Source: an optimization exercise on an open RTL-to-GDS flow (aim: small area and a short achievable clock period). Production flows keep margins and buffers that such runs may drop.
At most, simulation tests tie the RTL to the original design; equivalence was not proved.

Setup of run A:
// top
module top (
  input  logic        clk,
  input  logic        rst_n,
  input  logic [15:0] setpoint,
  input  logic [15:0] feedback,
  input  logic [15:0] Kp,
  input  logic [15:0] Ki,
  input  logic [15:0] Kd,
  input  logic [15:0] clk_prescaler,
  output logic [15:0] control_signal
);
Size: ~1400 cells after synthesis.
Settings: LEC_CHECK=0, CAP_MARGIN=20, CORE_MARGIN=2, CORE_UTILIZATION=40, CTS_BUF_LIST=sky130_fd_sc_hd__clkbuf_4 sky130_fd_sc_hd__clkbuf_8, CTS_CLUSTER_SIZE=40, SETUP_SLACK_MARGIN=5, SLEW_MARGIN=20, SYNTH_HIERARCHICAL=1, SYNTH_MINIMUM_KEEP_SIZE=0; clock period 12.5 ns.
standard.sh (not shown) runs the stock make flow with config.mk's settings and CLKGATE_MAP_FILE= SYNTH_SCRIPT=/design/flow/synth_recipe.tcl, a recipe that flattens the netlist after the stock synthesis.
==> flow/flow/run.sh <==
#!/bin/bash
# The standard layout, with the port buffers made of plain buf_1 cells
# instead of the delay buffers buffer_ports picks on its own, and a larger
# setup margin for timing repair.
set -euo pipefail
export BUFFER_PORTS_ARGS="-buffer_cell sky130_fd_sc_hd__buf_1"
bash standard.sh SETUP_SLACK_MARGIN=6.5 finish > standard.log 2>&1
Edits applied to the flow inputs when going from run A to run B:
diff --git a/flow/design.v b/flow/design.v
--- a/flow/design.v
+++ b/flow/design.v
@@ -139,18 +139,17 @@
   pid_pg u_e_pg12 (.a(setpoint[12]), .b(~feedback[12]), .g(e_g12), .p(e_p12));
   wire e_p13, e_g13;
   pid_pg u_e_pg13 (.a(setpoint[13]), .b(~feedback[13]), .g(e_g13), .p(e_p13));
   wire e_p14, e_g14;
   pid_pg u_e_pg14 (.a(setpoint[14]), .b(~feedback[14]), .g(e_g14), .p(e_p14));
   wire e_p15, e_g15;
   pid_pg u_e_pg15 (.a(setpoint[15]), .b(~feedback[15]), .g(e_g15), .p(e_p15));
-  wire e_g0c = setpoint[0] | ~feedback[0];
   wire [15:0] e_c;
-  pid_carry16ks u_e_cy (.g({e_g15, e_g14, e_g13, e_g12, e_g11, e_g10, e_g9, e_g8, e_g7, e_g6, e_g5, e_g4, e_g3, e_g2, e_g1, e_g0c}), .p({e_p15, e_p14, e_p13, e_p12, e_p11, e_p10, e_p9, e_p8, e_p7, e_p6, e_p5, e_p4, e_p3, e_p2, e_p1, e_p0}), .ci(1'b0), .c(e_c));
-  wire [15:0] e = {e_p15, e_p14, e_p13, e_p12, e_p11, e_p10, e_p9, e_p8, e_p7, e_p6, e_p5, e_p4, e_p3, e_p2, e_p1, e_p0} ^ {e_c[15:1], 1'b1};
+  pid_carry16 u_e_cy (.g({e_g15, e_g14, e_g13, e_g12, e_g11, e_g10, e_g9, e_g8, e_g7, e_g6, e_g5, e_g4, e_g3, e_g2, e_g1, e_g0}), .p({e_p15, e_p14, e_p13, e_p12, e_p11, e_p10, e_p9, e_p8, e_p7, e_p6, e_p5, e_p4, e_p3, e_p2, e_p1, e_p0}), .ci(1'b1), .c(e_c));
+  wire [15:0] e = {e_p15, e_p14, e_p13, e_p12, e_p11, e_p10, e_p9, e_p8, e_p7, e_p6, e_p5, e_p4, e_p3, e_p2, e_p1, e_p0} ^ e_c;
   wire ksum_p0, ksum_g0;
   pid_pg u_ksum_pg0 (.a(kpg[0]), .b(kdg[0]), .g(ksum_g0), .p(ksum_p0));
   wire ksum_p1, ksum_g1;
   pid_pg u_ksum_pg1 (.a(kpg[1]), .b(kdg[1]), .g(ksum_g1), .p(ksum_p1));
   wire ksum_p2, ksum_g2;
   pid_pg u_ksum_pg2 (.a(kpg[2]), .b(kdg[2]), .g(ksum_g2), .p(ksum_p2));
   wire ksum_p3, ksum_g3;
@@ -176,15 +175,15 @@
   wire ksum_p13, ksum_g13;
   pid_pg u_ksum_pg13 (.a(kpg[13]), .b(kdg[13]), .g(ksum_g13), .p(ksum_p13));
   wire ksum_p14, ksum_g14;
   pid_pg u_ksum_pg14 (.a(kpg[14]), .b(kdg[14]), .g(ksum_g14), .p(ksum_p14));
   wire ksum_p15, ksum_g15;
   pid_pg u_ksum_pg15 (.a(kpg[15]), .b(kdg[15]), .g(ksum_g15), .p(ksum_p15));
   wire [15:0] ksum_c;
-  pid_carry16ks u_ksum_cy (.g({ksum_g15, ksum_g14, ksum_g13, ksum_g12, ksum_g11, ksum_g10, ksum_g9, ksum_g8, ksum_g7, ksum_g6, ksum_g5, ksum_g4, ksum_g3, ksum_g2, ksum_g1, ksum_g0}), .p({ksum_p15, ksum_p14, ksum_p13, ksum_p12, ksum_p11, ksum_p10, ksum_p9, ksum_p8, ksum_p7, ksum_p6, ksum_p5, ksum_p4, ksum_p3, ksum_p2, ksum_p1, ksum_p0}), .ci(1'b0), .c(ksum_c));
+  pid_carry16 u_ksum_cy (.g({ksum_g15, ksum_g14, ksum_g13, ksum_g12, ksum_g11, ksum_g10, ksum_g9, ksum_g8, ksum_g7, ksum_g6, ksum_g5, ksum_g4, ksum_g3, ksum_g2, ksum_g1, ksum_g0}), .p({ksum_p15, ksum_p14, ksum_p13, ksum_p12, ksum_p11, ksum_p10, ksum_p9, ksum_p8, ksum_p7, ksum_p6, ksum_p5, ksum_p4, ksum_p3, ksum_p2, ksum_p1, ksum_p0}), .ci(1'b0), .c(ksum_c));
   wire [15:0] ksum = {ksum_p15, ksum_p14, ksum_p13, ksum_p12, ksum_p11, ksum_p10, ksum_p9, ksum_p8, ksum_p7, ksum_p6, ksum_p5, ksum_p4, ksum_p3, ksum_p2, ksum_p1, ksum_p0} ^ ksum_c;
   wire ed_one0 = e[0] ^ 1'b0;
   wire ed_two0 = (e[1] & ~e[0] & ~1'b0) | (~e[1] & e[0] & 1'b0);
   wire ed_neg0 = e[1] & ~(e[0] & 1'b0);
   wire ed_one1 = e[2] ^ e[1];
   wire ed_two1 = (e[3] & ~e[2] & ~e[1]) | (~e[3] & e[2] & e[1]);
   wire ed_neg1 = e[3] & ~(e[2] & e[1]);
@@ -1249,38 +1248,14 @@
         end else begin
           G[l+1][i] = G[l][i];
           P[l+1][i] = P[l][i];
         end
       end
     end
     c[0] = ci;
-    for (i = 1; i < 16; i = i + 1) c[i] = G[4][i-1];
-  end
-endmodule
-module pid_carry16ks(input logic [15:0] g, input logic [15:0] p, input logic ci,
-                     output logic [15:0] c);
-  logic [15:0] G [0:4];
-  logic [15:0] P [0:4];
-  integer i, l;
-  always_comb begin
-    G[0] = g;
-    P[0] = p;
-    G[0][0] = g[0] | (p[0] & ci);
-    for (l = 0; l < 4; l = l + 1) begin
-      for (i = 0; i < 16; i = i + 1) begin
-        if (i >= (1 << l)) begin
-          G[l+1][i] = G[l][i] | (P[l][i] & G[l][i - (1 << l)]);
-          P[l+1][i] = P[l][i] & P[l][i - (1 << l)];
-        end else begin
-          G[l+1][i] = G[l][i];
-          P[l+1][i] = P[l][i];
-        end
-      end
-    end
-    c[0] = ci;
     for (i = 1; i < 16; i = i + 1) c[i] = G[4][i-1];
   end
 endmodule
 module pid_bpp(input logic one, two, a, b, output logic p);
   assign p = (one & a) | (two & b);
 endmodule
 module pid_ha(input logic a, b, output logic s, co);
Notes after the runs:
Run B against run A: initial antenna violation count ~0 delta, total routed wirelength fell 800 µm, worst setup margin up 0.069 ns, synthesized cell count went down, total global-route track usage went down by 0.42 points.
Number of detailed-route iterations in the first pass | run B above run A
Endpoint of the most critical setup path: u_dut.C3[14] -> run A, u_dut.C3[15] -> run B
For run A, only the layout was checked, not whether the RTL still works.

==> port drivers added, routing unchanged <==
Ports are ideal in the flow. The routed layouts listed here were re-timed in OpenROAD.
Step 1 (the two cells are an assumption about what drives the block):
set clk [get_ports {clk}]
set_driving_cell -lib_cell sky130_fd_sc_hd__clkbuf_16 $clk
set_driving_cell -lib_cell sky130_fd_sc_hd__buf_2 [delete_from_list [all_inputs] $clk]
Step 2 times the ports against the registers' clock, not the clock port: input delays grow and output delays shrink by t, the midpoint of the rising clock arrivals with the driver on.
a / b / c = ideal / step 1 / step 2; a / b = the first two.
| run | t (ns) | slack for setup (ns) | worst register clock-pin slew, ns |
|---|---|---|---|
| run A | 0.486 | 6.495 / 6.516 / 6.030 | 0.09 / 0.09 |
| run B | 0.493 | 6.564 / 6.590 / 6.097 | 0.09 / 0.09 |
After both steps setup and hold are still met in every run listed. For run B, which loses most, drivers alone change the setup slack by +0.026 ns; drivers and shift together by -0.467 ns.
